This is an optimization exercise on Yosys and OpenROAD, whose aim is small area and a short achievable clock period, not a production implementation. Only simulation tests tie the RTL to the original design; equivalence was not proved.

File: flow/run.sh
#!/bin/bash
# Own flow: the standard layout (standard.sh: the standard synthesis and every ORFS step
# unchanged), except that the port buffers that ORFS's buffer_ports inserts during placement
# are the library's smallest buffer, sky130_fd_sc_hd__buf_1 (ORFS's BUFFER_PORTS_ARGS), instead
# of the cell the resizer picks by default. Every input and output port still gets a buffer.
set -euo pipefail
bash standard.sh "BUFFER_PORTS_ARGS=-buffer_cell sky130_fd_sc_hd__buf_1" finish > layout.log 2>&1
File: standard.sh
#!/bin/bash
# synth_recipe.tcl (not shown) runs the flow's synth.tcl, then flattens the netlist and writes it again
# the make line also repeats each setting of config.mk as NAME=value (left out here)
make -C /OpenROAD-flow-scripts/flow DESIGN_CONFIG=/design/flow/config.mk WORK_HOME=/design/flow/orfs CLKGATE_MAP_FILE= SYNTH_SCRIPT=/design/flow/synth_recipe.tcl "${@:-finish}"
File: config.mk
export PLATFORM = sky130hd
export DESIGN_NAME = sparc_alu_reg
export DESIGN_NICKNAME = sparc_alu_reg
export VERILOG_FILES = /design/flow/design.v
export SDC_FILE = /design/flow/constraint.sdc
export NUM_CORES = 8
export LEC_CHECK = 0
export ABC_AREA = 1
export CAP_MARGIN = 60
export CORE_MARGIN = 2
export CORE_UTILIZATION = 55
export SLEW_MARGIN = 60
File: constraint.sdc
create_clock -name core_clock -period 400.0 [get_ports {clk}]
set_input_delay 80.0000 -clock core_clock [delete_from_list [all_inputs] [get_ports {clk}]]
set_output_delay 80.0000 -clock core_clock [all_outputs]
set_load 0.01 [all_outputs]
File: design.v
module sparc_alu_reg (
    input             clk,
    input      [31:0] valA_in,
    input      [31:0] valB_in,
    input      [1:0]  op_in,
    input      [2:0]  op2_in,
    input      [21:0] imm22_in,
    input      [5:0]  op3_in,
    input             i_in,
    input      [12:0] simm13_in,
    input      [31:0] pc_in,
    input             a_in,
    input      [3:0]  cond_in,
    input      [29:0] disp30_in,
    input      [3:0]  icc_in,
    input      [31:0] y_in,
    output reg [63:0] res_out,
    output reg [31:0] target_out,
    output reg        mux_sel_out,
    output reg [3:0]  icc_out,
    output reg [31:0] y_out,
    output reg        a_out,
    output reg        trap_out
);
    reg [31:0] r_valA, r_valB, r_pc, r_y;
    reg [1:0]  r_op;
    reg [2:0]  r_op2;
    reg [21:0] r_imm22;
    reg [5:0]  r_op3;
    reg        r_i, r_a;
    reg [12:0] r_simm13;
    reg [3:0]  r_cond, r_icc;
    reg [29:0] r_disp30;
    wire [63:0] w_res;
    wire [31:0] w_target, w_y;
    wire        w_mux_sel, w_a, w_trap;
    wire [3:0]  w_icc;
    always @(posedge clk) begin
        r_valA   <= valA_in;
        r_valB   <= valB_in;
        r_op     <= op_in;
        r_op2    <= op2_in;
        r_imm22  <= imm22_in;
        r_op3    <= op3_in;
        r_i      <= i_in;
        r_simm13 <= simm13_in;
        r_pc     <= pc_in;
        r_a      <= a_in;
        r_cond   <= cond_in;
        r_disp30 <= disp30_in;
        r_icc    <= icc_in;
        r_y      <= y_in;
        res_out     <= w_res;
        target_out  <= w_target;
        mux_sel_out <= w_mux_sel;
        icc_out     <= w_icc;
        y_out       <= w_y;
        a_out       <= w_a;
        trap_out    <= w_trap;
    end
    ALU alu (
        .ALU_valA_in(r_valA), .ALU_valB_in(r_valB), .ALU_op_in(r_op),
        .ALU_op2_in(r_op2), .ALU_imm22_in(r_imm22), .ALU_op3_in(r_op3),
        .ALU_i_in(r_i), .ALU_simm13_in(r_simm13), .ALU_res_out(w_res),
        .ALU_PC_in(r_pc), .ALU_a_in(r_a), .ALU_cond_in(r_cond),
        .ALU_rd_in(5'd0), .ALU_disp30_in(r_disp30),
        .ALU_target_address_out(w_target), .ALU_mux_sel_out(w_mux_sel),
        .clk(clk), .reset(1'b0), .ALU_icc_in(r_icc), .ALU_icc_out(w_icc),
        .ALU_Y_in(r_y), .ALU_Y_out(w_y), .ALU_a_out(w_a),
        .ALU_trap_out(w_trap)
    );
endmodule

module alu_fa (input A, input B, input CIN, output SUM, output COUT);
	assign SUM  = A ^ B ^ CIN;
	assign COUT = (A & B) | (A & CIN) | (B & CIN);
endmodule
module alu_rca #(parameter W = 32) (
	input  [W-1:0] a,
	input  [W-1:0] b,
	input          ci,
	output [W-1:0] s,
	output         co
);
	wire [W:0] c;
	assign c[0] = ci;
	genvar i;
	generate for (i = 0; i < W; i = i + 1) begin : g
		alu_fa fa (.A(a[i]), .B(b[i]), .CIN(c[i]), .SUM(s[i]), .COUT(c[i+1]));
	end endgenerate
	assign co = c[W];
endmodule
module alu_rca0 #(parameter W = 32) (
	input  [W-1:0] a,
	input  [W-1:0] b,
	output [W-1:0] s,
	output         co
);
	wire [W:0] c;
	assign s[0] = a[0] ^ b[0];
	assign c[1] = a[0] & b[0];
	genvar i;
	generate for (i = 1; i < W; i = i + 1) begin : g
		alu_fa fa (.A(a[i]), .B(b[i]), .CIN(c[i]), .SUM(s[i]), .COUT(c[i+1]));
	end endgenerate
	assign co = c[W];
endmodule
module alu_add_sk #(parameter W = 32) (
	input  [W-1:0] a,
	input  [W-1:0] b,
	input          ci,
	output [W-1:0] s,
	output         co
);
	localparam L = W > 32 ? 6 : W > 16 ? 5 : W > 8 ? 4 : W > 4 ? 3 : W > 2 ? 2 : 1;
	wire [W-1:0] g [0:L];
	wire [W-1:0] p [0:L];
	assign g[0] = a & b;
	assign p[0] = a ^ b;
	genvar l, i;
	generate for (l = 0; l < L; l = l + 1) begin : lv
		for (i = 0; i < W; i = i + 1) begin : nd
			if ((i >> l) % 2 == 1) begin : c
				assign g[l+1][i] = g[l][i] | (p[l][i] & g[l][((i >> l) << l) - 1]);
				assign p[l+1][i] = p[l][i] & p[l][((i >> l) << l) - 1];
			end else begin : n
				assign g[l+1][i] = g[l][i];
				assign p[l+1][i] = p[l][i];
			end
		end
	end endgenerate
	wire [W:0] c;
	assign c[0] = ci;
	generate for (i = 0; i < W; i = i + 1) begin : cc
		assign c[i+1] = g[L][i] | (p[L][i] & ci);
	end endgenerate
	assign s = p[0] ^ c[W-1:0];
	assign co = c[W];
endmodule
module alu_add_mx #(parameter W = 32) (
	input  [W-1:0] a,
	input  [W-1:0] b,
	input          ci,
	output [W-1:0] s,
	output         co
);
	localparam L = W > 32 ? 6 : W > 16 ? 5 : W > 8 ? 4 : W > 4 ? 3 : W > 2 ? 2 : 1;
	wire [W-1:0] g [0:L];
	wire [W-1:0] p [0:L];
	assign g[0] = a;
	assign p[0] = a ^ b;
	genvar l, i;
	generate for (l = 0; l < L; l = l + 1) begin : lv
		for (i = 0; i < W; i = i + 1) begin : nd
			if ((i >> l) % 2 == 1) begin : c
				assign g[l+1][i] = p[l][i] ? g[l][((i >> l) << l) - 1] : g[l][i];
				assign p[l+1][i] = p[l][i] & p[l][((i >> l) << l) - 1];
			end else begin : n
				assign g[l+1][i] = g[l][i];
				assign p[l+1][i] = p[l][i];
			end
		end
	end endgenerate
	wire [W:0] c;
	assign c[0] = ci;
	generate for (i = 0; i < W; i = i + 1) begin : cc
		assign c[i+1] = p[L][i] ? ci : g[L][i];
	end endgenerate
	assign s = p[0] ^ c[W-1:0];
	assign co = c[W];
endmodule
module alu_carry #(parameter W = 32) (
	input  [W-1:0] a,
	input  [W-1:0] b,
	output         co
);
	function automatic [1:0] gp(input integer lo, input integer n, input [W-1:0] x, input [W-1:0] y);
		reg [1:0] h, l;
		begin
			if (n == 1) gp = {x[lo] & y[lo], x[lo] | y[lo]};
			else begin
				l = gp(lo, n / 2, x, y);
				h = gp(lo + n / 2, n - n / 2, x, y);
				gp = {h[1] | (h[0] & l[1]), h[0] & l[0]};
			end
		end
	endfunction
	wire [1:0] r = gp(0, W, a, b);
	assign co = r[1];
endmodule
module alu_qsel (input [6:0] est, input [7:0] ds, output qp1, output qp2, output qn1, output qn2);
	function automatic ge7(input [6:0] x, input [6:0] c);
		logic r;
		integer i;
		begin
			r = 1'b1;
			for (i = 0; i < 7; i = i + 1)
				if (c[i] ^ (i == 6)) r = (x[i] ^ (i == 6)) & r;
				else r = (x[i] ^ (i == 6)) | r;
			ge7 = r;
		end
	endfunction
	wire gm1 = (ds[0] & ge7(est, 7'd115)) | (ds[1] & ge7(est, 7'd113)) | (ds[2] & ge7(est, 7'd112)) | (ds[3] & ge7(est, 7'd111)) | (ds[4] & ge7(est, 7'd109)) | (ds[5] & ge7(est, 7'd108)) | (ds[6] & ge7(est, 7'd107)) | (ds[7] & ge7(est, 7'd105));
	wire g0 = (ds[0] & ge7(est, 7'd123)) | (ds[1] & ge7(est, 7'd123)) | (ds[2] & ge7(est, 7'd123)) | (ds[3] & ge7(est, 7'd123)) | (ds[4] & ge7(est, 7'd120)) | (ds[5] & ge7(est, 7'd120)) | (ds[6] & ge7(est, 7'd120)) | (ds[7] & ge7(est, 7'd120));
	wire g1 = (ds[0] & ge7(est, 7'd4)) | (ds[1] & ge7(est, 7'd4)) | (ds[2] & ge7(est, 7'd4)) | (ds[3] & ge7(est, 7'd4)) | (ds[4] & ge7(est, 7'd6)) | (ds[5] & ge7(est, 7'd6)) | (ds[6] & ge7(est, 7'd6)) | (ds[7] & ge7(est, 7'd6));
	wire g2 = (ds[0] & ge7(est, 7'd12)) | (ds[1] & ge7(est, 7'd14)) | (ds[2] & ge7(est, 7'd15)) | (ds[3] & ge7(est, 7'd17)) | (ds[4] & ge7(est, 7'd19)) | (ds[5] & ge7(est, 7'd20)) | (ds[6] & ge7(est, 7'd22)) | (ds[7] & ge7(est, 7'd24));
	assign qp2 = g2;
	assign qp1 = g1 & ~g2;
	assign qn1 = gm1 & ~g0;
	assign qn2 = ~gm1;
endmodule
module alu_qsel2 (input [6:0] est, input [27:0] thr, output qp1, output qp2, output qn1, output qn2);
	function automatic ge(input [6:0] x, input [6:0] y);
		reg [6:0] a, b, g, p;
		reg [6:0] G, P;
		integer i;
		begin
			a = x ^ 7'h40;
			b = ~(y ^ 7'h40);
			g = a & b;
			p = a | b;
			G[0] = g[0] | p[0];
			for (i = 1; i < 7; i = i + 1) G[i] = g[i] | (p[i] & G[i-1]);
			ge = G[6];
		end
	endfunction
	wire gm1 = ge(est, thr[6:0]);
	wire g0  = ge(est, thr[13:7]);
	wire g1  = ge(est, thr[20:14]);
	wire g2  = ge(est, thr[27:21]);
	assign qp2 = g2;
	assign qp1 = g1 & ~g2;
	assign qn1 = gm1 & ~g0;
	assign qn2 = ~gm1;
endmodule
module alu_add7 (input [6:0] a, input [6:0] b, input ci, output [6:0] s, output co);
	wire [6:0] p = a ^ b;
	wire [6:0] P1, G1, P2, G2, P3, G3;
	genvar i;
	generate for (i = 0; i < 7; i = i + 1) begin : l
		if (i % 2 == 1) begin : o1
			assign P1[i] = p[i] & p[i-1];
			assign G1[i] = p[i] ? a[i-1] : a[i];
		end else begin : e1
			assign P1[i] = p[i];
			assign G1[i] = a[i];
		end
		if (i % 4 >= 2) begin : o2
			assign P2[i] = P1[i] & P1[(i/4)*4+1];
			assign G2[i] = P1[i] ? G1[(i/4)*4+1] : G1[i];
		end else begin : e2
			assign P2[i] = P1[i];
			assign G2[i] = G1[i];
		end
		if (i >= 4) begin : o3
			assign P3[i] = P2[i] & P2[3];
			assign G3[i] = P2[i] ? G2[3] : G2[i];
		end else begin : e3
			assign P3[i] = P2[i];
			assign G3[i] = G2[i];
		end
	end endgenerate
	wire [6:0] c = {(P3[5:0] & {6{ci}}) | (~P3[5:0] & G3[5:0]), ci};
	assign s = p ^ c;
	assign co = P3[6] ? ci : G3[6];
endmodule
module alu_sm (input qp1, input qp2, input qn1, input qn2, output pos, output m1, output m2);
	assign pos = qp1 | qp2;
	assign m1 = qp1 | qn1;
	assign m2 = qp2 | qn2;
endmodule
module alu_srt_win (
	input  [6:0] ti,      
	input  [1:0] ys2,     
	input  [1:0] yc2,     
	input  [7:0] ds,      
	input  [6:0] dt,      
	input        cl,      
	input        mul,     
	input  [3:0] bs,      
	output [6:0] to,      
	output       hc,      
	output       ac,      
	output       qp1, qp2, qn1, qn2
);
	wire sp1, sp2, sn1, sn2;
	alu_qsel q (.est(ti), .ds(ds), .qp1(sp1), .qp2(sp2), .qn1(sn1), .qn2(sn2));
	assign qp1 = mul ? bs[3] : sp1;
	assign qp2 = mul ? bs[2] : sp2;
	assign qn1 = mul ? bs[1] : sn1;
	assign qn2 = mul ? bs[0] : sn2;
	wire [6:0] d1 = {1'b0, dt[6:1]};
	wire [6:0] d2 = dt;
	wire [6:0] m = (~d1 & {7{qp1}}) | (d1 & {7{qn1}}) | (~d2 & {7{qp2}}) | (d2 & {7{qn2}});
	wire [2:0] p = {ys2[1] & yc2[1] | (ys2[0] & yc2[0] & (ys2[1] ^ yc2[1])),
	                ys2[1] ^ yc2[1] ^ (ys2[0] & yc2[0]), ys2[0] ^ yc2[0]};
	wire [5:0] ic;
	wire [4:0] ui;
	assign ic[0] = p[2];
	genvar j;
	generate for (j = 0; j < 5; j = j + 1) begin : inc
		assign ui[j] = ti[j] ^ ic[j];
		assign ic[j+1] = p[2] & (&ti[j:0]);
	end endgenerate
	assign hc = ic[5];
	alu_add7 ta (.a({ui, p[1:0]}), .b(m), .ci(cl), .s(to), .co(ac));
endmodule
module alu_srt_step #(parameter FIRST = 0) (
	input  [6:0]  ti,
	input  [25:0] si,
	input  [25:0] ci,
	input  [1:0]  nb,     
	input  [31:0] dn,     
	input  [7:0]  ds,
	input         mul,
	input  [3:0]  bs,
	output [6:0]  to,
	output [25:0] so,
	output [25:0] co,
	output        hc, ac,
	output        qp1, qp2, qn1, qn2
);
	wire [27:0] ys = {si, nb};
	wire [27:0] yc = {ci, 2'b00};
	wire [25:0] mj;
	alu_srt_win win (.ti(ti), .ys2(ys[27:26]), .yc2(yc[27:26]), .ds(ds), .dt(dn[31:25]),
		.cl(mj[25]), .mul(mul), .bs(bs), .to(to), .hc(hc), .ac(ac),
		.qp1(qp1), .qp2(qp2), .qn1(qn1), .qn2(qn2));
	wire lpos, lm1, lm2;
	alu_sm sm (.qp1(qp1), .qp2(qp2), .qn1(qn1), .qn2(qn2), .pos(lpos), .m1(lm1), .m2(lm2));
	wire [25:0] d1 = dn[25:0];
	wire [25:0] d2 = {dn[24:0], 1'b0};
	wire [25:0] m;
	assign m[25:23] = (~d1[25:23] & {3{qp1}}) | (d1[25:23] & {3{qn1}}) | (~d2[25:23] & {3{qp2}}) |
		(d2[25:23] & {3{qn2}});
	assign m[22:0] = ((d1[22:0] & {23{lm1}}) | (d2[22:0] & {23{lm2}})) ^ {23{lpos}};
	genvar i;
	generate for (i = 0; i < 26; i = i + 1) begin : b
		if (FIRST || i < 2) begin : h
			assign so[i] = ys[i] ^ m[i];
			assign mj[i] = ys[i] & m[i];
		end else if (i == 25) begin : t
			wire ms = ((d1[i] & lm1) | (d2[i] & lm2)) ^ lpos;
			assign so[i] = ys[i] ^ yc[i] ^ ms;
			assign mj[i] = (ys[i] & yc[i]) | (m[i] & (ys[i] | yc[i]));
		end else begin : f
			alu_fa fa (.A(ys[i]), .B(yc[i]), .CIN(m[i]), .SUM(so[i]), .COUT(mj[i]));
		end
	end endgenerate
	assign co = {mj[24:0], lpos};
endmodule
module alu_div_norm (
	input  [31:0] d,
	output [31:0] dn,
	output [4:0]  lz,
	output [7:0]  ds
);
	wire z16 = ~|d[31:16];
	wire [15:0] h16 = z16 ? d[15:0] : d[31:16];
	wire z8 = ~|h16[15:8];
	wire [7:0] h8 = z8 ? h16[7:0] : h16[15:8];
	wire z4 = ~|h8[7:4];
	wire [3:0] h4 = z4 ? h8[3:0] : h8[7:4];
	wire z2 = ~|h4[3:2];
	wire [1:0] h2 = z2 ? h4[1:0] : h4[3:2];
	wire z1 = ~h2[1];
	assign lz = {z16, z8, z4, z2, z1};
	wire [31:0] d_1 = z16 ? {d[15:0], 16'b0} : d;
	wire [31:0] d_2 = z8 ? {d_1[23:0], 8'b0} : d_1;
	wire [31:0] d_3 = z4 ? {d_2[27:0], 4'b0} : d_2;
	wire [31:0] d_4 = z2 ? {d_3[29:0], 2'b0} : d_3;
	assign dn = z1 ? {d_4[30:0], 1'b0} : d_4;
	assign ds = 8'b1 << dn[30:28];
endmodule
module alu_div_fin (
	input  [6:0]  t,
	input  [25:0] s,
	input  [25:0] c,
	input  [31:0] d,      
	input  [31:0] dn,     
	input  [4:0]  lz,
	input  [31:0] qp,
	input  [31:0] qn,
	output [31:0] q,
	output        sat,
	output [32:0] pl,
	output        plc
);
	wire [32:0] rem;
	alu_add_mx #(33) ar (.a({t, s}), .b({7'b0, c}), .ci(1'b0), .s(rem), .co(plc));
	assign pl = rem;
	wire neg = rem[32];
	wire qc;
	alu_add_mx #(32) aq (.a(qp), .b(~qn), .ci(~neg), .s(q), .co(qc));
	wire [32:0] ge;
	wire [31:0] dz;
	genvar i;
	generate for (i = 0; i < 33; i = i + 1) begin : st
		assign ge[i] = i >= lz;
		if (i == 0) begin : z
			assign dz[i] = 1'b1;
		end else if (i < 32) begin : nz
			assign dz[i] = dz[i-1] & ~d[i-1];
		end
	end endgenerate
	wire [31:0] dm1 = d ^ dz;                     
	wire eq2 = rem == ge;
	wire eq1 = (d == 32'd2 && rem == 33'h040000000) || (d == 32'd3 && rem == 33'h080000000);
	wire qd;
	alu_carry #(32) qdc (.a(q), .b(dm1), .co(qd));
	assign sat = (eq1 | eq2) & qd;
endmodule
module alu_muldiv (
	input  [63:0] n,      
	input  [31:0] d,      
	input  [31:0] a,      
	input  [31:0] b,      
	input         mul,    
	output [31:0] q,
	output        sat,
	output [63:0] p
);
	wire [31:0] dn;
	wire [4:0] lz;
	wire [7:0] ds;
	alu_div_norm norm (.d(d), .dn(dn), .lz(lz), .ds(ds));
	wire [31:0] x = mul ? a : dn;
	wire [63:0] nm = n & {64{~mul}};
	wire [79:0] n_1 = lz[4] ? {nm, 16'b0} : {16'b0, nm};
	wire [87:0] n_2 = lz[3] ? {n_1, 8'b0} : {8'b0, n_1};
	wire [91:0] n_3 = lz[2] ? {n_2, 4'b0} : {4'b0, n_2};
	wire [93:0] n_4 = lz[1] ? {n_3, 2'b0} : {2'b0, n_3};
	wire [94:0] nn  = lz[0] ? {n_4, 1'b0} : {1'b0, n_4};
	wire [34:0] bx = {2'b0, b, 1'b0};
	wire [3:0] bsel [0:32];
	genvar k;
	generate for (k = 0; k < 33; k = k + 1) begin : bd
		if (k <= 16) begin : d
			wire b2 = bx[2*k+2], b1 = bx[2*k+1], b0 = bx[2*k];
			assign bsel[k] = {b2 & (b1 ^ b0), b2 & ~b1 & ~b0, ~b2 & (b1 ^ b0), ~b2 & b1 & b0};
		end else begin : z
			assign bsel[k] = 4'b0;
		end
	end endgenerate
	wire [6:0]  t [0:33];
	wire [25:0] s [0:33];
	wire [25:0] c [0:33];
	wire [32:0] qp1, qp2, qn1, qn2, hc, ac;
	assign t[33] = {4'b0, nn[94:92]};
	assign s[33] = nn[91:66];
	assign c[33] = 26'b0;
	generate for (k = 32; k >= 0; k = k - 1) begin : st
		alu_srt_step #(.FIRST(k == 32)) step (.ti(t[k+1]), .si(s[k+1]), .ci(c[k+1]),
			.nb(nn[2*k+1:2*k]), .dn(x), .ds(ds), .mul(mul), .bs(bsel[k]), .to(t[k]), .so(s[k]),
			.co(c[k]), .hc(hc[k]), .ac(ac[k]), .qp1(qp1[k]), .qp2(qp2[k]), .qn1(qn1[k]), .qn2(qn2[k]));
	end endgenerate
	wire [31:0] qp, qn;
	generate for (k = 0; k < 16; k = k + 1) begin : qd
		assign qp[2*k+1:2*k] = {qp2[k], qp1[k]};
		assign qn[2*k+1:2*k] = {qn2[k], qn1[k]};
	end endgenerate
	wire [32:0] pl;
	wire plc;
	alu_div_fin fin (.t(t[0]), .s(s[0]), .c(c[0]), .d(d), .dn(dn), .lz(lz), .qp(qp), .qn(qn),
		.q(q), .sat(sat), .pl(pl), .plc(plc));
	wire [30:0] v1, v2, v3;
	generate for (k = 0; k < 16; k = k + 1) begin : hi
		assign v1[2*k] = t[k+1][5];
		assign v2[2*k] = hc[k] ^ ac[k];
		assign v3[2*k] = ~(qp1[k] | qp2[k]);
		if (k < 15) begin : u
			assign v1[2*k+1] = t[k+1][6];
			assign v2[2*k+1] = hc[k] & ac[k];
			assign v3[2*k+1] = 1'b1;
		end
	end endgenerate
	wire [30:0] hs = v1 ^ v2 ^ v3;
	wire [30:0] hk = (v1 & v2) | (v1 & v3) | (v2 & v3);
	wire [30:0] ph;
	wire phc;
	alu_add_mx #(31) ah (.a(hs), .b({hk[29:0], 1'b1}), .ci(plc), .s(ph), .co(phc));
	assign p = {ph, pl};
endmodule
module ALU
(
	input [31:0] ALU_valA_in,
	input [31:0] ALU_valB_in,
	input [1:0] ALU_op_in,
	input [2:0] ALU_op2_in,
	input [21:0] ALU_imm22_in,
	input [5:0] ALU_op3_in,
	input ALU_i_in,
	input [12:0] ALU_simm13_in,
	output logic [63:0] ALU_res_out,
	input [31:0] ALU_PC_in,
	input ALU_a_in,
	input [3:0] ALU_cond_in,
	input [4:0] ALU_rd_in,
	input [29:0] ALU_disp30_in,
	output logic [31:0] ALU_target_address_out,
	output logic ALU_mux_sel_out,
	input clk, 
	input reset,
	input [3:0] ALU_icc_in,
	output logic [3:0] ALU_icc_out,
	input [31:0] ALU_Y_in,
	output logic [31:0] ALU_Y_out,
	output logic ALU_a_out,
	output logic ALU_trap_out
);
	wire [31:0] A = ALU_valA_in;
	wire [31:0] B = ALU_i_in ? {{19{ALU_simm13_in[12]}}, ALU_simm13_in} : ALU_valB_in;
	wire [31:0] Y = ALU_Y_in;
	wire [5:0] op3 = ALU_op3_in;
	wire [3:0] cond = ALU_cond_in;
	wire [3:0] icc = ALU_icc_in;
	wire f3 = ALU_op_in == 2'b10;
	wire is_call = ALU_op_in == 2'b01;
	wire is_sethi = ALU_op_in == 2'b00 && ALU_op2_in == 3'b100;
	wire is_br = ALU_op_in == 2'b00 && ALU_op2_in == 3'b010;
	wire o_logic = f3 && op3[5] == 1'b0 && op3[3] == 1'b0 && op3[1:0] != 2'b00;
	wire o_logcc = o_logic && op3[4];
	wire o_sub   = f3 && (op3 == 6'b000100 || op3 == 6'b010100 || op3 == 6'b001100 || op3 == 6'b011100 ||
	                      op3 == 6'b100001 || op3 == 6'b100011);
	wire o_usec  = f3 && (op3 == 6'b001000 || op3 == 6'b011000 || op3 == 6'b001100 || op3 == 6'b011100);
	wire o_arcc  = f3 && (op3 == 6'b010000 || op3 == 6'b011000 || op3 == 6'b010100 || op3 == 6'b011100 ||
	                      op3 == 6'b100000 || op3 == 6'b100001 || op3 == 6'b100100);
	wire o_tag   = f3 && (op3 == 6'b100000 || op3 == 6'b100001);
	wire o_tagtv = f3 && (op3 == 6'b100010 || op3 == 6'b100011);
	wire o_mulscc = f3 && op3 == 6'b100100;
	wire o_shift = f3 && (op3 == 6'b100101 || op3 == 6'b100110 || op3 == 6'b100111);
	wire o_umul  = f3 && (op3 == 6'b001010 || op3 == 6'b011010);
	wire o_smul  = f3 && (op3 == 6'b001011 || op3 == 6'b011011);
	wire o_mulcc = f3 && (op3 == 6'b011010 || op3 == 6'b011011);
	wire o_udiv  = f3 && (op3 == 6'b001110 || op3 == 6'b011110);
	wire o_sdiv  = f3 && (op3 == 6'b001111 || op3 == 6'b011111);
	wire o_udivcc = f3 && op3 == 6'b011110;
	wire o_sdivcc = f3 && op3 == 6'b011111;
	wire o_jmpl  = f3 && op3 == 6'b111000;
	wire o_rdy   = f3 && op3 == 6'b101000;
	wire o_wry   = f3 && op3 == 6'b110000;
	wire o_trap  = f3 && op3 == 6'b111010;
	wire [31:0] ax = o_mulscc ? {1'b0, A[31:1]} : A;
	wire [31:0] bx = o_mulscc ? (B & {32{Y[0]}}) : B;
	wire cuse = o_usec & icc[0];
	wire [31:0] sum;
	wire cout;
	wire binv = o_sub | (o_logic & op3[2]);   
	wire [31:0] bi = bx ^ {32{binv}};
	alu_rca #(32) add (.a(ax), .b(bi), .ci(cuse ^ o_sub), .s(sum), .co(cout));
	wire r32 = cout ^ o_sub;   
	wire [63:0] res_add = {{31{o_sub & r32}}, r32, sum};
	wire [31:0] bl = bi;
	wire [31:0] lres = op3[1:0] == 2'b01 ? (A & bl) : op3[1:0] == 2'b10 ? (A | bl) : (A ^ bl);
	wire lhi = op3[2] & op3[1];   
	wire [63:0] res_log = {{32{lhi}}, lres};
	wire [4:0] sh = B[4:0];
	wire left = op3[1:0] == 2'b01;
	wire [31:0] shm = 32'b1 << (left ? sh : ~sh);
	wire [31:0] ger;   
	genvar gi;
	generate for (gi = 0; gi < 32; gi = gi + 1) begin : thermo
		assign ger[gi] = gi + sh > 31;
	end endgenerate
	wire sgn = op3[1] & op3[0] & A[31];   
	wire [63:0] prod;
	wire [31:0] dq;
	wire sat;    
	alu_muldiv md (.n({Y, A}), .d(B), .a(A), .b(o_shift ? shm : B), .mul(o_umul | o_smul | o_shift),
		.q(dq), .sat(sat),
		.p(prod));
	wire s_pc   = is_call | o_jmpl;
	wire s_div  = o_udiv | o_sdiv;
	wire s_mul  = o_umul | o_smul;
	wire s_none = s_pc | is_sethi | o_logic | o_shift | s_mul | s_div | o_rdy | o_wry | o_trap;
	wire s_add  = ~s_none;
	wire [31:0] dres = dq | {32{sat & o_udiv}};
	assign ALU_res_out[31:0] = ({32{s_add}} & sum) | ({32{s_pc}} & ALU_PC_in) |
		({32{is_sethi}} & {ALU_imm22_in, 10'b0}) | ({32{o_logic}} & lres) |
		({32{o_shift & left}} & prod[31:0]) |
		({32{o_shift & ~left}} & (prod[62:31] | ({32{sgn}} & ger))) |
		({32{s_mul}} & prod[31:0]) | ({32{s_div}} & dres) |
		({32{o_rdy}} & Y);
	assign ALU_res_out[63:32] = ({32{s_add}} & {{31{o_sub & r32}}, r32}) | ({32{o_logic & lhi}}) |
		({32{o_shift & left}} & prod[63:32]) | ({32{o_shift & sgn}}) | ({32{o_umul}} & prod[63:32]) |
		({32{o_smul & prod[31]}}) | ({32{o_wry}} & (A ^ B));
	wire zadd = ~r32 & ~|sum;
	wire ovf = ~(A[31] ^ B[31] ^ o_sub) & (A[31] ^ sum[31]);
	wire tag = A[0] | A[1] | B[0] | B[1];
	wire zdq = ~|dq;
	always_comb begin
		ALU_icc_out = icc;
		if (o_logcc) ALU_icc_out[2] = ~lhi & ~|lres;
		if (o_arcc) ALU_icc_out = {sum[31], zadd, ovf | (o_tag & tag), r32};
		if (o_tagtv && !(tag || ovf)) ALU_icc_out = {sum[31], zadd, 1'b0, r32};
		if (o_mulcc) ALU_icc_out = {prod[31], ~|prod[31:0], 2'b00};
		if (o_udivcc) ALU_icc_out = {dq[31] | sat, zdq & ~sat, sat, 1'b0};
		if (o_sdivcc) ALU_icc_out = {dq[31], zdq, 2'b00};
	end
	assign ALU_Y_out = o_mulscc ? {A[0], Y[31:1]} : Y;
	wire cn = icc[3], cz = icc[2], cv = icc[1], cc = icc[0];
	logic base;
	always_comb begin
		case (cond[2:0])
			3'd0: base = 1'b0;
			3'd1: base = cz;
			3'd2: base = cz | (cn ^ cv);
			3'd3: base = cn ^ cv;
			3'd4: base = cc | cz;
			3'd5: base = cc;
			3'd6: base = cn;
			default: base = cv;
		endcase
	end
	wire take = base ^ cond[3];
	wire ttake = cond == 4'b0100 ? (cc | cz | cn) : cond == 4'b0110 ? 1'b0 : take;
	wire [29:0] off = is_call ? ALU_disp30_in : {{8{ALU_imm22_in[21]}}, ALU_imm22_in};
	wire [29:0] pct;
	wire pcc;
	alu_rca0 #(30) tadd (.a(ALU_PC_in[31:2]), .b(off), .s(pct), .co(pcc));
	assign ALU_target_address_out = o_jmpl ? sum : (is_call || is_br) ? {pct, ALU_PC_in[1:0]} : 32'b0;
	assign ALU_mux_sel_out = is_call | o_jmpl | (is_br & take);
	assign ALU_a_out = ALU_a_in & ~is_call & ~(is_br & take & (cond[2:0] != 3'b000));
	assign ALU_trap_out = o_trap & ttake;
endmodule
==> results of run 1 <==
Yosys cell counts, types with 17 or more instances:
master    count
o21ai_2      74
o211ai_2     25
nand3_1    1077
nand4_1     130
nor2_2      162
nor2_1      923
o211ai_1    116
o21ai_0     782
inv_4        29
clkinv_1     25
buf_1        63
o221ai_1     71
nor3_1       76
clkbuf_8    178
nand2_4     263
a221oi_1     37
buf_6        53
xnor2_1     170
a211oi_1     28
or2_2        25
fa_1        843
inv_1      1919
nand3b_1     47
xor2_1      793
nand3_2     243
a21oi_2      41
a21oi_4      19
nand2_2    1076
inv_2       213
dfxtp_1     349
o22ai_1     786
a21oi_1     200
nor2_4       73
o21a_1       17
nand3_4      21
o21ai_1     155
buf_4        18
a31oi_1      48
ha_1        387
nand2_1    3837
clkbuf_1    419
final cells by class:
class	count	area, µm²
Clock inverter	11	139
Clock buffer	45	908
Sequential cell	349	7000
Multi-Input combinational cell	12809	88400
Timing Repair Buffer	673	4320
Inverter	2233	8830
Tap cell	2624	3280
Antenna cell	21	52.6
Fill cell	19086	82500
how the worst max path moves through the flow:
stage | end | slack (ns) | cells after the start
floorplan | a_out | 319.67 | 0
global placement | res_out[49] | 319.53 | 1
detailed placement | res_out[49] | 319.53 | 1
CTS | res_out[54] | 318.89 | 1
finish | res_out[54] | 318.92 | 1
layer usage:
metal / vias up / wire (µm) / GRT usage / part of all wire
met5: - / 137 / 0 / 0.00028
met4: 18 / 44500 / 0.349 / 0.090
met3: 1980 / 70000 / 0.155 / 0.14
met2: 8194 / 201000 / 0.689 / 0.40
met1: 54802 / 181000 / 0.601 / 0.36
li1: 51775 / - / - / -
kinds of logic (layout without fill, tap and decap cells):
kind of cell	after synthesis	in the layout	share of synthesized area
mux	12	12	0.00112
flops	349	349	0.0645
compound gates	2517	2517	0.146
simple gates	8075	8075	0.376
other cells	0	21	0
buf+inv	3002	2962	0.132
fa+ha+maj	1231	1231	0.201
xor+xnor	974	974	0.0797
cells in the final DEF, fill, tap and decap left out, types with 241 or more instances in the layout:
cell     instances
nand2_1       3830
o21ai_0        737
buf_1          351
nand2_4        268
o22ai_1        763
ha_1           372
nand2_2       1077
nor2_1         910
xor2_1         759
dfxtp_1        344
inv_2          241
inv_1         1885
nand3_1       1075
fa_1           843
nand3_2        242
registers in the layout (all words and copies together), names as in the netlist, 6 cells and up:
register	count
r_disp30	30
r_imm22	22
r_op3	6
r_pc	32
r_simm13	13
r_valA	32
r_valB	32
r_y	32
res_out	64
target_out	32
y_out	32
worst register-to-register path: cells and delay by family (launching register included):
family          cells  cell delay, ns
flops               1            0.53
compound gates     29            6.13
xor+xnor           18            3.77
fa+ha+maj          18            6.87
buf+inv            46            6.92
simple gates      392           53.41
==> out/summary.md, run 1 <==
- overall die area: 201000 µm²
- final worst setup slack: 318.92 ns
- I/O Buffers: 349
- total of hold buffers inserted after clock tree synthesis: 0
- Worst Skew: 0.0300 ns
- biggest cell delay along the critical path: 0.32 ns
- Period Utilization, post-route: 0.203
- number of unique standard cell types used by synthesis: 113
- type of destination of the critical path: output port
- sinks on the clock net: 349
- final number of hold-violating endpoints: 0
- kind of critical path: reg -> out
- total via count after detailed routing: 116769
- sequential cell area fraction in the yosys report: 0.0645
- result of the run: no timing/DRC/antenna violations
- post-synthesis to final-layout area growth: 4.21%
- arrival time at the worst endpoint: 1.08 ns
- area of all placed cells without fillers: 113000 µm²
- weighted congestion at the end of routability-driven global placement: 1.10
- class of the tightest hold or removal check: reg -> reg
- via count of the first global-routing pass: 108830
- setup slack after placement: 319.53 ns
- post-detailed-routing wire length: 497000 µm
- fraction of registers with async set/reset: 0
- count of antenna-violating nets left after detailed routing: 0
- worst hold path startpoint: r_a
- number of H-tree levels: 1
- number of setup buffers added after CTS: 0
- total track usage: 0.480
- buffer type at the clock tree root: clkbuf_16
- core box area: 195000 µm²
- maximum number of pins on one net before global-route repair: 124
- Yosys reg bits: 349
- first-pass GRT wire length: 718000 µm
- hold worst-path end: a_out
- count of final setup violators: 0
- top-area cell type share of the netlist area: 0.156
- crit path cell chain: buf_1
- initial antenna violation count: 35
- filler-free cell count of the finished design: 18765
- netlist area before placement: 108000 µm²
- initial standard-cell utilization of the core: 0.555
- number of synthesized flops with an enable pin: 0
- grt total ovfl: 0
- DRC errors left: 0
- placed insts: 18674
- Final TNS setup: 0 ns
- iteration count of the initial detailed-routing pass: 10
- Bufs and invs on worst path: 1
- TritonCTS clock tree: yes
- share of cells above drive strength 1: 0.187
- instance area after placement: 111000 µm²
- Clock Path Buffers: 3
- Hold Worst Slack: 0.473 ns
- cell taking the most area after synthesis: fa_1
- cts repair resizes: 0
- post-synth net total: 17605
- clock buffer count from CTS: 31
- Vert. Die Dim: 448 µm
- cell type of the slowest stage on the worst timing path: dfxtp_1
- width of the die: 448 µm
- launching instance or port of the critical path: res_out[54]
- number of warnings issued by yosys: 8
- max-cap violations: 0
- Reg2Reg Setup Slack: 322.23 ns
- DPL Wire Length: 399000 µm
- Crit Reg-Reg Startpoint: r_i
- Worst-Margin Slew: 0.704 ns
- kind of cell adding the most delay to the critical path: flip-flops
- Critical Path RT: 320.00 ns
- average via count per standard cell: 6.22
- number of cells on the worst reg-to-reg path: 503
- cell types with the largest area share after synthesis: fa_1 (16%), nand2_1 (13%), inv_1 (6.6%), dfxtp_1 (6.4%), xor2_1 (6.4%)
- row count: 162
- Mapped Avg Cell Area: 6.71 µm²
- top flip-flop cell by instance count after synthesis: dfxtp_1
- Iter 0 DRT Violations: 15772
- final standard cell utilization of the core: 0.578
- unrepaired setup endpoints after global routing: no
- worst-skew pair later-pin latency: 0.59 ns
- routed wirelength normalized by instance count: 26.5 µm
- post-synthesis instance total: 16160
- # IOs: 350
- Peak Freq: 12.3 MHz
- Max FO, Critical Path: 1
- remaining max-slew budget at the tightest pin: 0.530
- terminus of the critical flop-to-flop path: res_out[27]
- count of final max-slew check failures: 0
- Final Critical Period: 81.08 ns
- clock input transition at the sequential cells of the worst setup and hold paths: 0.06 ns
- startpoint type of the worst setup path: flip-flop
- Final #Nets: 17542
- cell depth of the worst hold path: 2
==> inputs of run 2 (changes only) <==
--- a/design.v
+++ b/design.v
@@ -339,8 +339,8 @@
 		if (FIRST || i < 2) begin : h
 			assign so[i] = ys[i] ^ m[i];
 			assign mj[i] = ys[i] & m[i];
-		end else if (i == 25) begin : t
-			wire ms = ((d1[i] & lm1) | (d2[i] & lm2)) ^ lpos;
+		end else if (i >= 23) begin : t
+			wire ms = ((~d1[i] & qp1) | (~d2[i] & qp2)) | ((d1[i] & qn1) | (d2[i] & qn2));
 			assign so[i] = ys[i] ^ yc[i] ^ ms;
 			assign mj[i] = (ys[i] & yc[i]) | (m[i] & (ys[i] | yc[i]));
 		end else begin : f
==> run 2 against run 1 <==
Still clean. Routed wire length decreased by 3.9%. Synthesized cell count increased by 2.5%. Register-to-register slack improved by 3.1 ns. Non-clock buffer count decreased by 18. Via count decreased by 1.7%. Critical path depth unchanged. Core utilization decreased by 0.25 points. Critical path type unchanged. Highest routed layer unchanged.
==> out/summary.md, run 2 <==
- Fill cells: 20186, +5.8%
- number of unique standard cell types used by synthesis: 114, +0.88%
- post-synthesis to final-layout area growth: 4.32%
- filler-free cell count of the finished design: 19197, +2.3%
- final number of hold-violating endpoints: 0, unchanged
- DPL Wire Length: 383000 µm, -4.0%
- grt total ovfl: 0, unchanged
- count of antenna-violating nets left after detailed routing: 0, unchanged
- final worst setup slack: 318.93 ns, +0.0110 ns
- top flip-flop cell by instance count after synthesis: dfxtp_1
- post-synth net total: 18064, +2.6%
- Clock Path Buffers: 3, unchanged
- # IOs: 350, unchanged
- Yosys reg bits: 349, unchanged
- initial standard-cell utilization of the core: 0.551, -0.00304
- register with the most flip-flops: res_out
- most common cell after layout, fill and taps aside: nand2_1
- Critical Path RT: 320.00 ns, about the same
- kind of cell adding the most delay to the critical path: flip-flops
- final standard cell utilization of the core: 0.575, -0.00253
- number of synthesized flops with an enable pin: 0, unchanged
- kind of critical path: reg -> out
- I/O Buffers: 349, unchanged
- cell taking the most area after synthesis: fa_1
- number of H-tree levels: 2, +1
- share of cells above drive strength 1: 0.176, -0.0106
- Worst-Margin Slew: 0.695 ns, -0.00872 ns
- Max FO, Critical Path: 1, unchanged
- clock input transition at the sequential cells of the worst setup and hold paths: 0.07 ns, about the same
- post-synthesis instance total: 16556, +2.5%
- initial antenna violation count: 45, +29%
- Final Critical Period: 81.07 ns, -0.0110 ns
- buffer type at the clock tree root: clkbuf_16
- Mapped Avg Cell Area: 6.64 µm², -1.0%
- number of setup buffers added after CTS: 0, unchanged
- average via count per standard cell: 5.98, -3.9%
- post-detailed-routing wire length: 477000 µm, -3.9%
- worst-skew pair later-pin latency: 0.57 ns, -0.02 ns
- total of hold buffers inserted after clock tree synthesis: 0, unchanged
- width of the die: 451 µm, +0.70%
- Vert. Die Dim: 451 µm, +0.70%
- cell types with the largest area share after synthesis: fa_1 (14%), nand2_1 (14%), inv_1 (7.0%), xor2_1 (6.6%), dfxtp_1 (6.4%)
- most frequent cells in the layout: nand2_1 (3961), inv_1 (2017), nand3_1 (1181)
- startpoint type of the worst setup path: flip-flop
- DRC errors left: 0, unchanged
- iteration count of the initial detailed-routing pass: 8, -2
- placed insts: 19114, +2.4%
- count of final setup violators: 0, unchanged
- type of destination of the critical path: output port
- count of final max-slew check failures: 0, unchanged
- Iter 0 DRT Violations: 14584, -7.5%
- unrepaired setup endpoints after global routing: no
- Period Utilization, post-route: 0.203, about the same
- first-pass GRT wire length: 700000 µm, -2.5%
- Bufs and invs on worst path: 1, unchanged
- Largest register FFs: 64, unchanged
- maximum number of pins on one net before global-route repair: 104, -16%
- number of warnings issued by yosys: 8, unchanged
- Worst Skew: 0.0272 ns, -0.00277 ns
- netlist area before placement: 110000 µm², +1.4%
- routed wirelength normalized by instance count: 24.9 µm, -6.0%
- core box area: 199000 µm², +2.0%
- via count of the first global-routing pass: 105087, -3.4%
- sequential cell area fraction in the yosys report: 0.0636, -0.000897
- dominant cell by count in the synthesized netlist: nand2_1
- max-cap violations: 0, unchanged
- Final TNS setup: 0 ns, unchanged
- class of the tightest hold or removal check: reg -> reg
- cell type of the slowest stage on the worst timing path: dfxtp_1
- sinks on the clock net: 349, unchanged
- result of the run: no timing/DRC/antenna violations
- cts repair resizes: 0, unchanged
- row count: 164, +1.2%
- most frequent cells after synthesis: nand2_1 (3966), inv_1 (2052), nand3_1 (1201)
- crit path cell chain: buf_1
- weighted congestion at the end of routability-driven global placement: 1.08, -1.9%
- total track usage: 0.455, -0.0247
- top-area cell type share of the netlist area: 0.142, -0.0138
- overall die area: 203000 µm², +1.4%
- remaining max-slew budget at the tightest pin: 0.532, +0.00131
- fraction of registers with async set/reset: 0, unchanged
- Peak Freq: 12.3 MHz, about the same
- total via count after detailed routing: 114741, -1.7%
- arrival time at the worst endpoint: 1.07 ns, about the same
- clock buffer count from CTS: 34, +9.7%
- setup slack after placement: 319.52 ns, -0.0100 ns
- Final #Nets: 18010, +2.7%
- TritonCTS clock tree: yes
- biggest cell delay along the critical path: 0.33 ns, about the same
[run 2: cell types whose count changed after synthesis, moves of 35 or more]
| cell | before | now |
|---|---|---|
| inv_1 | 1919 | 2052 |
| nand3_1 | 1077 | 1201 |
| o211ai_1 | 116 | 74 |
| o22ai_1 | 786 | 717 |
| nand4_1 | 130 | 196 |
| o21bai_1 | 11 | 46 |
| ha_1 | 387 | 514 |
| nand2_1 | 3837 | 3966 |
| nand2_2 | 1076 | 977 |
| fa_1 | 843 | 779 |
[run 2: per-layer routing]
layer / vias to the layer above / part of all wire / wire length (µm) / track usage
met5: - / 0.00065 / 310 / 0
met4: 42 / 0.067 / 32000 / 0.243
met3: 1374 / 0.12 / 59600 / 0.123
met2: 6457 / 0.41 / 198000 / 0.675
met1: 53785 / 0.39 / 188000 / 0.600
li1: 53083 / - / - / -
[run 2: per-stage QoR]
step | cell area [µm²] | hold slack, ns
floorplan | 110000 | 0.413
global placement | 112000 | 0.481
detailed placement | 113000 | 0.451
CTS | 114000 | 0.479
global route | 115000 | 0.511
finish | 115000 | 0.487
[run 2: logic make-up after synthesis]
| family | Yosys count | synth area share |
|---|---|---|
| and+or+nand+nor | 8268 | 0.376 |
| buffers and inverters | 3136 | 0.134 |
| AOI/OAI and AO/OA | 2476 | 0.143 |
| adders and majority gates | 1294 | 0.201 |
| xor gates and xnor gates | 1014 | 0.0819 |
| DFF | 349 | 0.0636 |
| muxes | 19 | 0.00175 |
[run 2: final cells by class]
class | count | area, µm² | share of cell area
multi-input combinational | 13071 | 89600 | 0.781
inverter | 2391 | 9530 | 0.0831
sequential | 349 | 6990 | 0.0610
timing repair buffer | 655 | 4050 | 0.0353
tap | 2656 | 3320 | 0.0290
clock buffer | 51 | 996 | 0.00869
clock inverter | 10 | 136 | 0.00119
antenna | 14 | 35.0 | 0.000306
[run 2: path summary, 6_finish.rpt]
path | cells after the start | startpoint | slack (ns) | endpoint
min reg2reg | 2 | r_y[22] | 0.49 | y_out[22]
max | 1 | icc_out[1] | 318.93 | icc_out[1]
min | 2 | r_y[22] | 0.49 | y_out[22]
max reg2reg | 552 | r_i | 325.37 | res_out[1]

[re-timing with driven ports]
In the flow no input, the clock included, has a driving cell. The finished layouts below were timed again as built, in two steps. Step 1 (the two cells are an assumption about what drives the block):
set clk [get_ports {clk}]
set_driving_cell -lib_cell sky130_fd_sc_hd__clkbuf_16 $clk
set_driving_cell -lib_cell sky130_fd_sc_hd__buf_2 [delete_from_list [all_inputs] $clk]
Step 2, shift: input delay + t, output delay - t, t = (earliest + latest rising clock arrival at the registers) / 2. This alone moves slack from input paths to output paths. Slacks: no drivers / after step 1 / after step 2; pairs: no drivers / after step 1.
| run | t, ns | setup WS [ns] | worst hold slack (ns) | latest minus earliest clock arrival (ns) | pins driven straight from the clock port |
|---|---|---|---|---|---|
| run 1 | 0.641 | 318.919 / 318.856 / 319.497 | 0.473 / 0.473 / 0.473 | 0.031 / 0.031 | 1 |
| run 2 | 0.599 | 318.930 / 318.882 / 319.481 | 0.487 / 0.487 / 0.487 | 0.027 / 0.028 | 1 |
After both steps setup and hold are still met in every run listed.
